From an optimization exercise on the open Yosys and OpenROAD flow, aimed at small area; shortcuts taken in it are not production practice. The RTL was checked by simulation tests, not by an equivalence proof against the original design. In every run shown here, the design's own scripts or RTL, not TritonCTS, make the clock network. The clock input has no modelled driver; a real chip could not lean on it and would need a root buffer or a full tree. Power is estimated from default activity; no workload was simulated.

[flow/config.mk]
export PLATFORM = sky130hd
export DESIGN_NAME = top
export DESIGN_NICKNAME = top
export VERILOG_FILES = /design/flow/design.v
export SDC_FILE = /design/flow/constraint.sdc
export NUM_CORES = 4
export LEC_CHECK = 0
export ABC_AREA = 1
export CAP_MARGIN = 20
export CORE_MARGIN = 2
export CORE_UTILIZATION = 75
export SLEW_MARGIN = 20
[flow/constraint.sdc]
create_clock -name core_clock -period 20.0 [get_ports {clk}]
set_input_delay 4.0000 -clock core_clock [delete_from_list [all_inputs] [get_ports {clk}]]
set_output_delay 4.0000 -clock core_clock [all_outputs]
set_load 0.01 [all_outputs]
[flow/design.v]
module top (
    input  logic       clk,
    input  logic       rst,
    input  logic       gradient,
    input  logic       red,
    input  logic       green,
    input  logic       blue,
    input  logic       white,
    input  logic       box_enable,
    output logic       vga_h_sync,
    output logic       vga_v_sync,
    output logic [7:0] VGA_R,
    output logic [7:0] VGA_G,
    output logic [7:0] VGA_B,
    output logic       vga_sync,
    output logic       vga_display
);
    logic [6:0] xk;
    logic       xc;
    logic [1:0] xj;
    logic [5:0] yq;
    logic [2:0] ya;
    logic       yb;
    logic [9:0] ux;
    logic [8:0] uy;
    logic       dx, dy;
    logic [7:0] r, b;
    logic       g;
    wire       blank = (xj == 2'd3);
    wire [7:0] xbl   = {xk, xc};                           
    wire x0   = (xk == 7'd0) && !xc && (xj == 2'd0);       
    wire x1   = (xk == 7'd0) && !xc && (xj == 2'd1);       
    wire xend = blank && xk[6] && (xk[3:0] == 4'hf);       
    wire yend = (yq == 6'd34) && (ya == 3'd7) && yb;       
    wire y0   = (yq == 6'd0) && (ya == 3'd0) && !yb;       
    wire disp_x = !blank && !x0 && !((xk == 7'd127) && xc && (xj == 2'd2));
    wire disp_y = (yq < 6'd31) || ((yq == 6'd31) && !((ya == 3'd7) && yb));
    wire disp   = disp_x && disp_y;
    wire hs = blank && (xbl >= 8'd16) && (xbl <= 8'd110);
    wire vs = (yq == 6'd32) && (ya == 3'd5) && (yb == x0);
    assign vga_h_sync  = hs;
    assign vga_v_sync  = vs;
    assign vga_sync    = hs & vs;
    assign vga_display = disp;
    wire xo3 = (xk == 7'd0) || ((xk >= 7'd43) && (xk <= 7'd85));    
    wire xl2 = (xk >= 7'd43) && (xk <= 7'd84);                      
    wire xlo_end = !xc && (xj == (xo3 ? 2'd2 : 2'd1));
    wire xhi_end =  xc && (xj == (xl2 ? 2'd1 : 2'd2));
    wire [6:0] xk_inc = xk + {6'd0, blank ? xc : 1'b1};
    always_ff @(posedge clk) begin
        if (rst || xend) begin
            xk <= 7'd0; xc <= 1'b0; xj <= 2'd0;
        end else if (blank) begin
            xk <= xk_inc; xc <= !xc;
        end else if (xlo_end) begin
            xc <= 1'b1; xj <= 2'd0;
        end else if (xhi_end) begin
            xk <= xk_inc; xc <= 1'b0; xj <= (xk == 7'd127) ? 2'd3 : 2'd0;
        end else begin
            xj <= xj + 2'd1;
        end
    end
    logic [2:0] ys;    
    always_comb begin
        if (yq <= 6'd4) ys = 3'd0;
        else if (yq <= 6'd8) ys = 3'd1;
        else if (yq <= 6'd13) ys = 3'd2;
        else if (yq <= 6'd17) ys = 3'd3;
        else if (yq <= 6'd22) ys = 3'd4;
        else if (yq <= 6'd26) ys = 3'd5;
        else ys = 3'd6;
    end
    wire ysingle = (yq != 6'd0) && (ya == ys);
    always_ff @(posedge clk) begin
        if (rst) begin
            yq <= 6'd0; ya <= 3'd0; yb <= 1'b0;
        end else if (xend) begin
            if (yend) begin
                yq <= 6'd0; ya <= 3'd0; yb <= 1'b0;
            end else if (!yb && !ysingle) begin
                yb <= 1'b1;
            end else begin
                yb <= 1'b0;
                ya <= ya + 3'd1;
                if (ya == 3'd7) yq <= yq + 6'd1;
            end
        end
    end
    wire yhold = (yq == 6'd34) && !(ya == 3'd7 && yb);
    wire hx  = (ux < 10'd50);
    wire hy  = (uy < 9'd50);
    wire hit = hx && hy;
    wire fx      = (xk == 7'd127) && xc && (xj == 2'd0) && yend;
    wire bx_zero = ux[9] && (ux[6:0] == 7'h7f);           
    wire bx_max  = hx;                                     
    wire fy      = xend && (yq == 6'd31) && (ya == 3'd7) && !yb;
    wire by_zero = uy[8] && uy[7] && uy[6] && (uy[4:0] == 5'h1f);    
    wire by_max  = hy;                                     
    wire recentre = x1 && y0 && (ux[9:7] == 3'd0) && (uy[8:6] == 3'd0);
    wire mvx_r = fx && !dx && !bx_max;        
    wire mvx_l = fx &&  dx && !bx_zero;       
    wire mvy_d = fy && !dy && !by_max;
    wire mvy_u = fy &&  dy && !by_zero;
    wire       ux_en = !mvx_r;
    wire       ux_c  = ux_en && (ux[0] || mvx_l);
    wire       ux_wrap = ux[9] && ux[8] && ux[5];                
    wire [8:0] ux_hi = ux[9:1] + {8'd0, ux_c};
    wire       ux_lo = ux[0] ^ (ux_en && !mvx_l);
    wire       uy_en = xend && !yhold && !mvy_d;
    wire       uy_c  = uy_en && (uy[0] || mvy_u);
    wire [7:0] uy_hi = uy[8:1] + {7'd0, uy_c};
    wire       uy_lo = uy[0] ^ (uy_en && !mvy_u);
    always_ff @(posedge clk) begin
        if (rst) begin
            ux <= 10'd506;            
            uy <= 9'd297;             
            dx <= 1'b0;
            dy <= 1'b0;
        end else if (recentre) begin
            ux <= 10'd508;            
            uy <= 9'd297;
            dx <= 1'b0;
            dy <= 1'b0;
        end else begin
            ux <= ux_wrap ? 10'd0 : {ux_hi, ux_lo};
            uy <= {uy_hi, uy_lo};
            if (fx && (dx ? bx_zero : bx_max)) dx <= !dx;
            if (fy && (dy ? by_zero : by_max)) dy <= !dy;
        end
    end
    wire any2 = (gradient && (red || green || blue || white || box_enable)) ||
                (red && (green || blue || white || box_enable)) ||
                (green && (blue || white || box_enable)) ||
                (blue && (white || box_enable)) ||
                (white && box_enable);
    wire none = !(gradient || red || green || blue || white || box_enable);
    wire live = !rst && disp;
    wire keep = live && none;                  
    wire one  = live && !any2;                 
    wire boxc = box_enable && hit;
    wire g_ok = one && gradient;
    wire r_s  = one && (red || white || boxc);
    wire g_s  = one && (green || white);
    wire b_s  = one && (blue || white || boxc);
    always_ff @(posedge clk) begin
        r <= ({8{keep}} & r) | ({8{g_ok}} & {xk[6:0], xc}) | {8{r_s}};
        g <= (keep & g) | g_s;
        b <= ({8{keep}} & b) | ({8{g_ok}} & {yq[4:0], ya}) | {8{b_s}};
    end
    assign VGA_R = r;
    assign VGA_G = {8{g}};
    assign VGA_B = b;
endmodule
[flow/flow/run.sh]
#!/bin/bash
# Standard ORFS layout, with changes that only affect cell area:
#  - synthesis maps the logic with an area-only ABC script (no buffering or
#    upsizing against the clock target) and leaves adders to ABC instead of
#    mapping them to half/full-adder cells first; flip-flops are mapped as usual,
#  - ports are buffered with buf_1 cells,
#  - the clock is distributed by four clkbuf_8 (flow/clockbuf.tcl) instead of
#    an H-tree; the rest of the CTS step (legalisation, repair) is unchanged.
set -euo pipefail
W=$(pwd)
S=$W/scripts_area
rm -rf "$S"
cp -r "$FLOW_HOME/scripts" "$S"
cp "$W/flow/abc_area.script" "$S/abc_area.script"
sed -i "s#^log_cmd clock_tree_synthesis .*#source $W/flow/clockbuf.tcl#" "$S/cts.tcl"
grep -q "flow/clockbuf.tcl" "$S/cts.tcl"

bash standard.sh "SCRIPTS_DIR=$S" "ADDER_MAP_FILE=" synth > "$W/run_synth.log" 2>&1
export FLOW_CLKBUF=sky130_fd_sc_hd__clkbuf_8
bash standard.sh "SCRIPTS_DIR=$S" "BUFFER_PORTS_ARGS=-buffer_cell sky130_fd_sc_hd__buf_1" finish > "$W/run_layout.log" 2>&1
[flow/flow/abc_area.script]
strash
dc2
balance
 rewrite
 refactor
 balance
 rewrite
 rewrite -z
 balance
 refactor -z
 rewrite -z
 balance
balance
 rewrite
 refactor
 balance
 rewrite
 rewrite -z
 balance
 refactor -z
 rewrite -z
 balance
dch -f
amap
topo
[flow/flow/clockbuf.tcl]
# Clock distribution for this small design: the flip-flops are split into
# four groups by placement (above/below the median y, then left/right of each
# half's median x); each group is driven by one clock buffer placed at its
# centre, and the clock port drives the four buffers. Used in place of
# clock_tree_synthesis by cts.tcl.
set bufcell $::env(FLOW_CLKBUF)
set block [ord::get_db_block]
set port_net [[$block findBTerm clk] getNet]
$port_net setSigType CLOCK
set master [[ord::get_db] findMaster $bufcell]
set sinks {}
foreach it [$port_net getITerms] {
  set loc [[$it getInst] getLocation]
  lappend sinks [list [lindex $loc 0] [lindex $loc 1] $it]
}
proc halves {l idx} {
  set s [lsort -integer -index $idx $l]
  set h [expr {[llength $s] / 2}]
  return [list [lrange $s 0 [expr {$h - 1}]] [lrange $s $h end]]
}
set groups {}
foreach half [halves $sinks 1] {
  foreach q [halves $half 0] { lappend groups $q }
}
set k 0
foreach g $groups {
  set buf [odb::dbInst_create $block $master clkbuf_leaf_$k]
  set net [odb::dbNet_create $block clk_leaf_$k]
  $net setSigType CLOCK
  set sx 0; set sy 0
  foreach s $g {
    incr sx [lindex $s 0]; incr sy [lindex $s 1]
    set it [lindex $s 2]
    $it disconnect
    $it connect $net
  }
  set n [llength $g]
  [$buf findITerm A] connect $port_net
  [$buf findITerm X] connect $net
  $buf setLocation [expr {$sx / $n}] [expr {$sy / $n}]
  $buf setPlacementStatus PLACED
  puts "clockbuf: $bufcell clkbuf_leaf_$k drives $n clock pins"
  incr k
}
set_propagated_clock [all_clocks]
[flow/standard.sh]
#!/bin/bash
# synth_recipe.tcl (not shown) runs the flow's synth.tcl, then flattens the netlist and writes it again
# the make line also repeats each setting of config.mk as NAME=value (left out here)
make -C /OpenROAD-flow-scripts/flow DESIGN_CONFIG=/design/flow/config.mk WORK_HOME=/design/flow/orfs CLKGATE_MAP_FILE= SYNTH_SCRIPT=/design/flow/synth_recipe.tcl "${@:-finish}"
==> key figures, run 1 <==
Timing
  • Crit share post-route: 31.7%
  • Final slew viol count: 0
  • Fmax achieved: 158 MHz
  • Hold slack: 477 ps
  • Min cycle time layout: 6350 ps
  • # setup viols final: 0
  • Final hold vios: 0
  • RSZ-0062 raised after global routing: no
  • Slew HR: 52.0%
  • Final Skew: 10.5 ps
  • Setup TNS: 0 ps
  • Actual slew at the worst max-slew pin: 712 ps

Routing
  • Via count: 2787
  • Drt pass-1 iters: 5
  • Overall routed net length: 6220 µm
  • Starting DRT DRC Count: 212
  • Residual DRC: 0
  • Routed Antenna Nets: 0
  • Avg WL per Cell: 13.6 µm
  • Vias per cell: 6.07

Pwr
  • Seq pwr share: 59.5%
  • Comb power frac: 18.1%
  • Internal: 0.000153 W
  • Sw Pwr: 0.0000618 W
  • Switching share of power: 28.8%
  • Share of total power in the clock network: 22.3%
  • Total power per unit cell area: 72.3 mW/mm²
  • Leakage power: 0.969 nW
  • Worst vdd ir: 0.0552 mV
  • Pwr Total: 0.000215 W

Logic synthesis
  • Yosys Warn Count: 1
  • Yosys reg bits: 58
  • Sequential share of the synthesized area: 41.7%
  • Post-synth top flop: dfxtp_1
  • Post-synthesis cell count: 380
  • Number of synthesized flops with an enable pin: 0
  • Syn_area_per_cell: 7.33 µm²
  • Asr flop ratio synth: 0%
  • Syn_nets: 388
  • Cell Area, Synth: 0.00278 mm²
  • Post-synth cell types: 34

Critical path
  • Startpoint types: register
  • CP Class: reg -> out
  • Most frequent CP cell: nor3_1
  • WP buf/inv: 2
  • Crit. End Element: output pin
  • Maximum fanout along the worst path: 8
  • CP delay by family, top: simple AND/OR/NAND/NOR gates
  • Slowest CP cell: a2111oi_0
  • Critical Path RT: 16000 ps
  • Ordered cell list for the critical path: clkinv_1 > nand3_1 > nor3_1 > nand4_1 > nor3_1 > nor2_1 > a2111oi_0 > nor2b_1 > buf_1
  • Crit path DAT: 2350 ps
  • Max incr delay on CP: 530 ps

Floorplan
  • Die width: 64.9 µm
  • Core Region: 0.00361 mm²
  • Site row count: 22
  • Initial Util: 77.2%
  • I/O pin total: 36
  • Die height: 64.9 µm
  • Die ar.: 0.00422 mm²

Finish
  • Nets: 421
  • Finished Layout Cells: 459
  • Fraction of layout cells with a size suffix above 1: 0.973%
  • # diodes: 0
  • Most common cell after layout, fill and taps aside: nor2_1
  • Most frequent cells in the layout: nor2_1, clkinv_1, dfxtp_1
  • Area growth from synthesis to layout: 6.70%

Global route
  • Vias in the first global route: 2449
  • Largest net degree at the start of global routing: 17
  • Tot GR Track Use: 30.1%
  • First-pass GRT wire length: 10500 µm
  • Grt ovf: 0
  • Initial antenna violation count: 0

Flow run
  • MaxCap Viol Count: 0

CTS
  • Postcts setup bufs: 0
  • Clock-pin transition on the worst setup and hold timing paths: 100 ps
  • PostCTS Resize Cnt: 0
  • Hold buffer count at CTS: 0
  • Clock Latency Late Sink: 150 ps

Placement
  • Placed cell count: 455
  • Port buffer count: 35
  • DP HPWL: 4710 µm
  • GPL Wtd Cong: 0.874

Hold path
  • Worst hold path class: reg -> reg

Status
  • Status: complete, no violations
==> state kept, by name (all words and copies together), names as in the netlist <==
| signal | cells |
|---|---|
| b | 8 |
| dx | 1 |
| xc | 1 |
| ya | 3 |
| r | 8 |
| g | 1 |
| xj | 2 |
| yb | 1 |
| dy | 1 |
| xk | 7 |
| yq | 6 |
| ux | 10 |
| uy | 9 |
==> power groups by stage <==
stage | combinational, W | clock, W | sequential (W)
after floorplan | 0.0000288 | 0 | 0.000129
after detailed placement | 0.0000378 | 0 | 0.000130
final | 0.0000390 | 0.0000480 | 0.000128
after global routing | 0.0000435 | 0.0000506 | 0.000129
after global placement | 0.0000364 | 0 | 0.000130
after CTS | 0.0000381 | 0.0000478 | 0.000128
==> cells by family (layout without fill, tap and decap cells) <==
kind of cell	count (synthesis)	in the layout	synth area share [%]
DFF	58	58	41.7
AOI/OAI and AO/OA	99	99	23.8
and+or+nand+nor	152	152	23.8
buffers and inverters	71	102	10.7
==> path summary, 6_finish.rpt <==
check	startpoint	to	slack (ps)	depth (start not counted)
hold / removal	b[1]	b[1]	480	2
hold reg to reg	b[1]	b[1]	480	2
setup reg to reg	xk[0]	ux[8]	16710	16
setup / recovery	xk[5]	vga_sync	13650	9
==> routing by layer <==
metal | vias to the layer above | global-route usage [%] | wire [µm]
met2 | 94 | 54.5 | 2940
met5 | - | 0 | 0
met1 | 1285 | 40.0 | 2850
met4 | 0 | 4.26 | 63
li1 | 1403 | - | -
met3 | 5 | 2.08 | 368
==> worst register-to-register path, cell delays in order (launching register included) <==
cell and delay [ps]:
dfxtp_1 360, clkinv_1 190, nor2_1 300, nand4_1 230, nor2_1 280, nand4_1 200, clkinv_1 120, nand2_1 70
o21ai_0 120, nand2_1 130, nor2_1 190, nand2_1 100, clkinv_1 90, nand3_1 130, or3_1 410, nor2_1 140
o21ai_0 90
==> layout make-up <==
cell class / instances / area (µm²)
timing repair buffer: 35 / 131
buffer: 4 / 55.1
tap: 48 / 60.1
sequential: 58 / 1160
fill: 264 / 636
inverter: 63 / 236
multi-input combinational: 251 / 1330
==> cells in the mapped netlist, types with 8 or more instances <==
| master | n | share of area (%) |
|---|---|---|
| a211oi_1 | 15 | 4.0 |
| a21oi_1 | 18 | 3.2 |
| dfxtp_1 | 58 | 42 |
| nor2_1 | 66 | 8.9 |
| clkinv_1 | 63 | 8.5 |
| nand2_1 | 35 | 4.7 |
| nor3_1 | 16 | 2.9 |
| nand4_1 | 10 | 2.2 |
| buf_4 | 8 | 2.2 |
| nand3_1 | 14 | 2.5 |
| o21ai_0 | 27 | 4.9 |
| o221ai_1 | 9 | 2.8 |
==> per-stage QoR <==
| stage | utilization, % | worst slack (ps) | instance area [µm²] |
|---|---|---|---|
| final | 82.4 | 13650 | 2970 |
| after floorplan | - | 13970 | 2780 |
| after global routing | 82.4 | 13570 | 2970 |
| after detailed placement | 80.8 | 13950 | 2920 |
| after CTS | 82.4 | 13750 | 2970 |
| after global placement | 80.8 | 14070 | 2920 |
==> run 2, diff against run 1 <==
==> flow/flow/run.sh (replaced) <==
#!/bin/bash
# Standard ORFS layout, with changes that only affect cell area:
#  - synthesis maps the logic with area-only ABC scripts (no buffering or
#    upsizing against the clock target) and leaves adders to ABC instead of
#    mapping them to half/full-adder cells first; flip-flops are mapped as
#    usual. It is run once per script in flow/abc_*.script and the script
#    giving the smallest netlist is used for the layout,
#  - ports are buffered with buf_1 cells,
#  - the clock is distributed by four clkbuf_8 (flow/clockbuf.tcl) instead of
#    an H-tree; the rest of the CTS step (legalisation, repair) is unchanged.
set -euo pipefail
W=$(pwd)
S=$W/scripts_area
rm -rf "$S"
cp -r "$FLOW_HOME/scripts" "$S"
sed -i "s#^log_cmd clock_tree_synthesis .*#source $W/flow/clockbuf.tcl#" "$S/cts.tcl"
grep -q "flow/clockbuf.tcl" "$S/cts.tcl"
STAT=$W/orfs/reports/sky130hd/top/base/synth_stat.txt

best=""
best_area=""
for f in "$W"/flow/abc_*.script; do
  name=$(basename "$f" .script)
  rm -rf "$W/orfs"
  cp "$f" "$S/abc_area.script"
  bash standard.sh "SCRIPTS_DIR=$S" "ADDER_MAP_FILE=" synth > "$W/run_synth_$name.log" 2>&1
  area=$(awk '/Chip area for module/ {print $NF}' "$STAT")
  echo "$name $area" >> "$W/run_synth_areas.log"
  if [[ -z "$best" ]] || awk -v a="$area" -v b="$best_area" 'BEGIN{exit !(a < b)}'; then
    best=$f; best_area=$area
  fi
done
echo "using $(basename "$best") ($best_area)" >> "$W/run_synth_areas.log"

rm -rf "$W/orfs"
cp "$best" "$S/abc_area.script"
bash standard.sh "SCRIPTS_DIR=$S" "ADDER_MAP_FILE=" synth > "$W/run_synth.log" 2>&1

export FLOW_CLKBUF=sky130_fd_sc_hd__clkbuf_8
bash standard.sh "SCRIPTS_DIR=$S" "BUFFER_PORTS_ARGS=-buffer_cell sky130_fd_sc_hd__buf_1" finish > "$W/run_layout.log" 2>&1
==> flow/flow/abc_m1.script (new file) <==
strash
dc2
balance
 rewrite
 refactor
 balance
 rewrite
 rewrite -z
 balance
 refactor -z
 rewrite -z
 balance
balance
 rewrite
 refactor
 balance
 rewrite
 rewrite -z
 balance
 refactor -z
 rewrite -z
 balance
dch -f
amap
topo
==> flow/flow/abc_m6.script (new file) <==
strash
dc2
balance
 rewrite
 refactor
 balance
 rewrite
 rewrite -z
 balance
 refactor -z
 rewrite -z
 balance
balance
 rewrite
 refactor
 balance
 rewrite
 rewrite -z
 balance
 refactor -z
 rewrite -z
 balance
balance
 rewrite
 refactor
 balance
 rewrite
 rewrite -z
 balance
 refactor -z
 rewrite -z
 balance
dch -f
amap
topo
==> flow/flow/abc_m7.script (new file) <==
strash
dc2
balance
 rewrite
 refactor
 balance
 rewrite
 rewrite -z
 balance
 refactor -z
 rewrite -z
 balance
dc2
balance
 rewrite
 refactor
 balance
 rewrite
 rewrite -z
 balance
 refactor -z
 rewrite -z
 balance
dch -f
amap
topo
==> flow/flow/abc_n4.script (new file) <==
strash
dc2
balance
 rewrite
 refactor
 balance
 rewrite
 rewrite -z
 balance
 refactor -z
 rewrite -z
 balance
balance
 rewrite
 refactor
 balance
 rewrite
 rewrite -z
 balance
 refactor -z
 rewrite -z
 balance
&get -n
&dch -f
&nf
&put
==> flow/flow/abc_s3.script (new file) <==
strash
dc2
balance
 rewrite
 refactor
 balance
 rewrite
 rewrite -z
 balance
 refactor -z
 rewrite -z
 balance
dch -f
map -a
topo
--- a/flow/config.mk
+++ b/flow/config.mk
@@ -8,5 +8,5 @@
 export ABC_AREA = 1
 export CAP_MARGIN = 20
 export CORE_MARGIN = 2
-export CORE_UTILIZATION = 75
+export CORE_UTILIZATION = 76
 export SLEW_MARGIN = 20
removed: flow/flow/abc_area.script
==> key figures, run 2 <==
Status
  • Status: complete, no violations

Finish
  • Seq. cell area: 0.00116 mm²
  • Finished Layout Cells: 454
  • FILL cells: 200
  • Multi-input gate area: 0.00132 mm²
  • Most common cell after layout, fill and taps aside: clkinv_1
  • Reg with most FFs: ux
  • # diodes: 0
  • Biggest regs: ux (10), uy (9)
  • Final core occ: 86.4%
  • Fraction of layout cells with a size suffix above 1: 0.980%
  • Max reg flops: 10
  • Most frequent cells in the layout: clkinv_1, nor2_1, dfxtp_1
  • Area growth from synthesis to layout: 6.64%
  • Nets: 418

Critical path
  • CP Class: reg -> out
  • Worst path depth: 6
  • WP buf/inv: 2
  • CP delay by family, top: simple AND/OR/NAND/NOR gates
  • Slowest CP cell: or4_1
  • Startpoint types: register
  • Max incr delay on CP: 570 ps
  • R2R cell count: 12
  • Critical Path RT: 16000 ps
  • Maximum fanout along the worst path: 8
  • Ordered cell list for the critical path: clkinv_1 > or4_1 > or3_1 > o21ai_0 > a31oi_1 > buf_1
  • Crit path DAT: 2160 ps
  • Crit. End Element: output pin

Floorplan
  • Die ar.: 0.00414 mm²
  • I/O pin total: 36
  • Core Region: 0.00342 mm²
  • Die height: 64.4 µm
  • Initial Util: 81.1%
  • Site row count: 21
  • Die width: 64.4 µm

Routing
  • Residual DRC: 0
  • Vias per cell: 6.24
  • Starting DRT DRC Count: 235
  • Drt pass-1 iters: 6
  • Overall routed net length: 6380 µm
  • Avg WL per Cell: 14.0 µm
  • Routed Antenna Nets: 0
  • Via count: 2832

Timing
  • Fmax achieved: 162 MHz
  • Crit share post-route: 30.8%
  • RSZ-0062 raised after global routing: no
  • Actual slew at the worst max-slew pin: 809 ps
  • Final hold vios: 0
  • Setup TNS: 0 ps
  • Min cycle time layout: 6160 ps
  • # setup viols final: 0
  • Final slew viol count: 0
  • Final Skew: 14.2 ps
  • Fin worst setup slack: 13840 ps
  • Slew HR: 45.5%

Logic synthesis
  • Post-synth top flop: dfxtp_1
  • Asr flop ratio synth: 0%
  • Most frequent cell after synthesis: clkinv_1
  • Sequential share of the synthesized area: 41.9%
  • Post-synth top area share: 41.9%
  • Syn_area_per_cell: 7.34 µm²
  • Largest area contributor in the netlist: dfxtp_1
  • Post-synthesis cell count: 377
  • Syn_nets: 385
  • Yosys reg bits: 58
  • Cell Area, Synth: 0.00277 mm²
  • Most frequent cells after synthesis: clkinv_1, nor2_1, dfxtp_1
  • Synth area leaders: dfxtp_1, clkinv_1, nor2_1, o21ai_0, nand2_1
  • Yosys Warn Count: 1
  • Post-synth cell types: 30
  • Number of synthesized flops with an enable pin: 0

CTS
  • Clock-pin transition on the worst setup and hold timing paths: 90 ps
  • PostCTS Resize Cnt: 0
  • Clock Latency Late Sink: 150 ps
  • Postcts setup bufs: 0
  • Hold buffer count at CTS: 0

Global route
  • First-pass GRT wire length: 11100 µm
  • Vias in the first global route: 2637
  • Tot GR Track Use: 32.0%
  • Initial antenna violation count: 0
  • Largest net degree at the start of global routing: 17
  • Grt ovf: 0

Pwr
  • Leakage power: 0.943 nW
  • Worst vdd ir: 0.0680 mV
  • Pwr Total: 0.000216 W
  • Total power per unit cell area: 73.3 mW/mm²

Placement
  • Post-Place Worst Slack: 14020 ps
  • DP HPWL: 4920 µm
  • GPL Wtd Cong: 0.896
  • Port buffer count: 35
  • Placed cell count: 450

Hold path
  • WHS Path Cells: 2
  • Worst hold path class: reg -> reg

Flow run
  • MaxCap Viol Count: 0
run 2: cell types whose count changed after synthesis, moves of 5 or more:
cell	change
a21oi_1	+5
nand3_1	-5
o21ai_0	+7
nor2_1	-7
run 2: power breakdown:
part           internal, W  leakage [nW]  switching (W)  total [W]
Clock            0.0000185        0.0288      0.0000284  0.0000469
Sequential        0.000122         0.471     0.00000600   0.000128
Combinational    0.0000129         0.443      0.0000288  0.0000418
run 2: per-stage QoR:
stage | hold slack (ps) | instance area, µm²
2_1_floorplan | 441 | 2770
3_3_place_gp | 448 | 2900
3_5_place_dp | 463 | 2900
4_1_cts | 485 | 2950
5_1_grt | 500 | 2950
6_report | 483 | 2950
run 2: cell type report:
cell class	count	share of cell area, %
plain buffers	4	1.86
inverters	60	7.63
multi-input cells	251	44.8
flip-flops and latches	58	39.3
well taps	46	1.95
repair buffers	35	4.45
run 2: routing by layer:
layer	GRT usage, %	up-vias	wire length [µm]
met4	8.51	0	133
met1	41.7	1282	2690
li1	-	1392	-
met2	57.8	139	3080
met5	0	-	0
met3	1.76	19	474
run 2: path summary, 6_finish.rpt:
| path | slack [ps] | endpoint | from |
|---|---|---|---|
| setup / recovery | 13840 | vga_display | yq[3] |
| setup reg to reg | 16260 | ux[8] | yq[5] |
| hold reg to reg | 480 | b[7] | b[7] |
| hold / removal | 480 | b[7] | b[7] |
run 2: cell families (layout without fill, tap and decap cells):
family                 count (synthesis)  count (layout)  synth area share [%]
AO/OA/AOI/OAI                        107             107                  24.8
flip-flops                            58              58                  41.9
AND/OR/NAND/NOR                      144             144                  23.0
buffers and inverters                 68              99                  10.3
run 2: worst register-to-register path: stages (launching register included):
cell      delay (ps)
dfxtp_1          530
nand2_1          140
or4_1            540
or3_1            350
nor3_1           350
clkinv_1         190
o22ai_1          210
nand2_1          150
nor2_1           270
nand3_1          150
or3_1            400
nor2_1           160
o21ai_0          130
==> run 3, diff against run 2 <==
==> flow/flow/abc_q1.script (new file) <==
strash
dc2
resub -K 6
 rewrite
 resub -K 6 -N 2
 refactor
 resub -K 8
 balance
 resub -K 8 -N 2
 rewrite
 resub -K 10
 rewrite -z
 resub -K 10 -N 2
 balance
 resub -K 12
 refactor -z
 resub -K 12 -N 2
 rewrite -z
 balance
dch -f
amap
topo
==> flow/flow/abc_q5.script (new file) <==
strash
dc2
balance
 rewrite
 refactor
 balance
 rewrite
 rewrite -z
 balance
 refactor -z
 rewrite -z
 balance
dc2
dch -f
amap
topo
==> flow/flow/abc_q7.script (new file) <==
strash
dc2
resub -K 6
 rewrite
 resub -K 6 -N 2
 refactor
 resub -K 8
 balance
 resub -K 8 -N 2
 rewrite
 resub -K 10
 rewrite -z
 resub -K 10 -N 2
 balance
 resub -K 12
 refactor -z
 resub -K 12 -N 2
 rewrite -z
 balance
resub -K 6
 rewrite
 resub -K 6 -N 2
 refactor
 resub -K 8
 balance
 resub -K 8 -N 2
 rewrite
 resub -K 10
 rewrite -z
 resub -K 10 -N 2
 balance
 resub -K 12
 refactor -z
 resub -K 12 -N 2
 rewrite -z
 balance
dch -f
amap
topo
==> flow/flow/abc_q9.script (new file) <==
strash
dc2
resub -K 6
 rewrite
 resub -K 6 -N 2
 refactor
 resub -K 8
 balance
 resub -K 8 -N 2
 rewrite
 resub -K 10
 rewrite -z
 resub -K 10 -N 2
 balance
 resub -K 12
 refactor -z
 resub -K 12 -N 2
 rewrite -z
 balance
dc2
resub -K 6
 rewrite
 resub -K 6 -N 2
 refactor
 resub -K 8
 balance
 resub -K 8 -N 2
 rewrite
 resub -K 10
 rewrite -z
 resub -K 10 -N 2
 balance
 resub -K 12
 refactor -z
 resub -K 12 -N 2
 rewrite -z
 balance
dch -f
amap
topo
removed: flow/flow/abc_n4.script
removed: flow/flow/abc_s3.script
==> key figures, run 3 <==
Status
  • Status: complete, no violations

Pwr
  • Pwr Total: 0.000213 W
  • Worst vdd ir: 0.0699 mV
  • Share of total power in the clock network: 22.1%
  • Comb power frac: 17.8%
  • Leakage power: 0.929 nW
  • Seq pwr share: 60.1%
  • Switching share of power: 28.3%
  • Total power per unit cell area: 72.5 mW/mm²
  • Sw Pwr: 0.0000602 W
  • Internal: 0.000152 W

Logic synthesis
  • Largest area contributor in the netlist: dfxtp_1
  • Post-synth top flop: dfxtp_1
  • Most frequent cell after synthesis: clkinv_1
  • Post-synth cell types: 35
  • Syn_nets: 382
  • Most frequent cells after synthesis: clkinv_1, nor2_1, dfxtp_1
  • Post-synthesis cell count: 374
  • Syn_area_per_cell: 7.35 µm²
  • Asr flop ratio synth: 0%
  • Yosys reg bits: 58
  • Number of synthesized flops with an enable pin: 0
  • Post-synth top area share: 42.2%
  • Yosys Warn Count: 1
  • Sequential share of the synthesized area: 42.2%
  • Synth area leaders: dfxtp_1, clkinv_1, nor2_1, o21ai_0, nand2_1
  • Cell Area, Synth: 0.00275 mm²

CTS
  • Postcts setup bufs: 0
  • Clock-pin transition on the worst setup and hold timing paths: 100 ps
  • Clock Latency Late Sink: 150 ps
  • PostCTS Resize Cnt: 0
  • Hold buffer count at CTS: 0

Critical path
  • Setup crit start: yq[1]
  • Maximum fanout along the worst path: 5
  • Startpoint types: register
  • Crit path DAT: 1990 ps
  • Critical Path RT: 16000 ps
  • RR Startpoint: yq[1]
  • Crit. End Element: output pin
  • CP Class: reg -> out

Floorplan
  • Die ar.: 0.00412 mm²
  • Core Region: 0.00342 mm²
  • I/O pin total: 36
  • Die width: 64.2 µm
  • Initial Util: 80.5%
  • Die height: 64.2 µm
  • Site row count: 21

Placement
  • Port buffer count: 35
  • GPL Wtd Cong: 0.924
  • DP HPWL: 4690 µm

Finish
  • # diodes: 0
  • Max reg flops: 10
  • Reg with most FFs: ux
  • Area growth from synthesis to layout: 6.69%
  • Nets: 415
  • Fraction of layout cells with a size suffix above 1: 0.988%
  • Most frequent cells in the layout: clkinv_1, nor2_1, dfxtp_1
  • Most common cell after layout, fill and taps aside: clkinv_1
  • Biggest regs: ux (10), uy (9)

Timing
  • Setup TNS: 0 ps
  • Final slew viol count: 0
  • Min cycle time layout: 5990 ps
  • Slew HR: 39.6%
  • # setup viols final: 0
  • RSZ-0062 raised after global routing: no
  • Final hold vios: 0
  • Actual slew at the worst max-slew pin: 898 ps
  • Fmax achieved: 167 MHz
  • Crit share post-route: 29.9%
  • Final Skew: 14.7 ps

Global route
  • Tot GR Track Use: 30.2%
  • Grt ovf: 0
  • First-pass GRT wire length: 10400 µm
  • Initial antenna violation count: 0
  • Vias in the first global route: 2493
  • Largest net degree at the start of global routing: 17

Routing
  • Routed Antenna Nets: 0
  • Drt pass-1 iters: 5
  • Starting DRT DRC Count: 182
  • Avg WL per Cell: 13.7 µm
  • Via count: 2780
  • Vias per cell: 6.16
  • Overall routed net length: 6170 µm
  • Residual DRC: 0

Hold path
  • HP Start: b[7]
  • Worst hold path class: reg -> reg

Flow run
  • MaxCap Viol Count: 0
-- run 3: worst max-delay path: stages, from the launching register on --
cell and delay [ps]:
dfxtp_1 400, clkinv_1 150, nor2_1 190, nand2_1 120
or4_1 490, o211ai_1 220, a311oi_1 110, buf_1 160
-- run 3: per-layer routing --
layer / global-route usage, % / routed length (µm)
met1: 38.3 / 2670
met4: 6.91 / 81
met2: 55.3 / 2960
met3: 2.82 / 454
met5: 0 / 0
-- run 3: final timing paths --
kind | to | slack, ps | cells past startpoint
hold / removal | b[7] | 480 | 2
setup / recovery | vga_display | 14010 | 7
setup reg to reg | uy[8] | 16340 | 16
hold reg to reg | b[7] | 480 | 2
-- run 3: layout make-up --
cell class	instances	area, µm²
multi-input combinational	246	1300
sequential	58	1160
fill	233	482
inverter	62	233
timing repair buffer	35	131
tap	46	57.6
buffer	4	55.1
-- run 3: cells by family (layout without fill, tap and decap cells) --
| group | after synthesis | count (layout) | share of synthesized area (%) |
|---|---|---|---|
| flops | 58 | 58 | 42.2 |
| simple gates | 139 | 139 | 22.1 |
| compound gates | 107 | 107 | 25.1 |
| buf+inv | 70 | 101 | 10.6 |
-- run 3: stage by stage --
step           worst slack (ps)  instance area (µm²)  hold slack, ps  instances  utilization, %
3_3_place_gp              14090                 2880             450        447            84.3
4_1_cts                   14030                 2930             476        451            85.9
5_1_grt                   13800                 2930             493        451            85.9
6_report                  14010                 2930             475        451            85.9
3_5_place_dp              13950                 2880             454        447            84.3
2_1_floorplan             14490                 2750             451        374               -
-- run 3: power by group through the flow --
stage	clock (W)	combinational, W	sequential, W
after floorplan	0	0.0000275	0.000129
after global placement	0	0.0000352	0.000130
after detailed placement	0	0.0000366	0.000130
after CTS	0.0000468	0.0000368	0.000128
after global routing	0.0000504	0.0000426	0.000128
final	0.0000470	0.0000378	0.000128

-- port drivers added, routing unchanged --
In the flow no input, the clock included, has a driving cell. The finished layouts below were timed again as built, in two steps.
Step 1, drivers: a clkbuf_16 drives clk and a buf_2 each remaining input, both assumed.
Step 2 times the ports against the registers' clock, not the clock port: input delays grow and output delays shrink by t, the midpoint of the rising clock arrivals with the driver on.
Three values: no drivers, after step 1, after step 2; two values: the first two.
| run | t (ns) | setup slack, ns | worst slew at a driven data input, ns | pins driven straight from the clock port |
|---|---|---|---|---|
| run 1 | 0.205 | 13.654 / 13.598 / 13.802 | 0.04 | 4 |
| run 2 | 0.202 | 13.837 / 13.783 / 13.944 | 0.04 | 4 |
| run 3 | 0.203 | 14.012 / 13.956 / 13.908 | 0.03 | 4 |
After both steps every run listed still meets setup and hold. The setup slack of run 3, which loses most, moves by -0.056 ns with the drivers and by -0.104 ns with both steps.
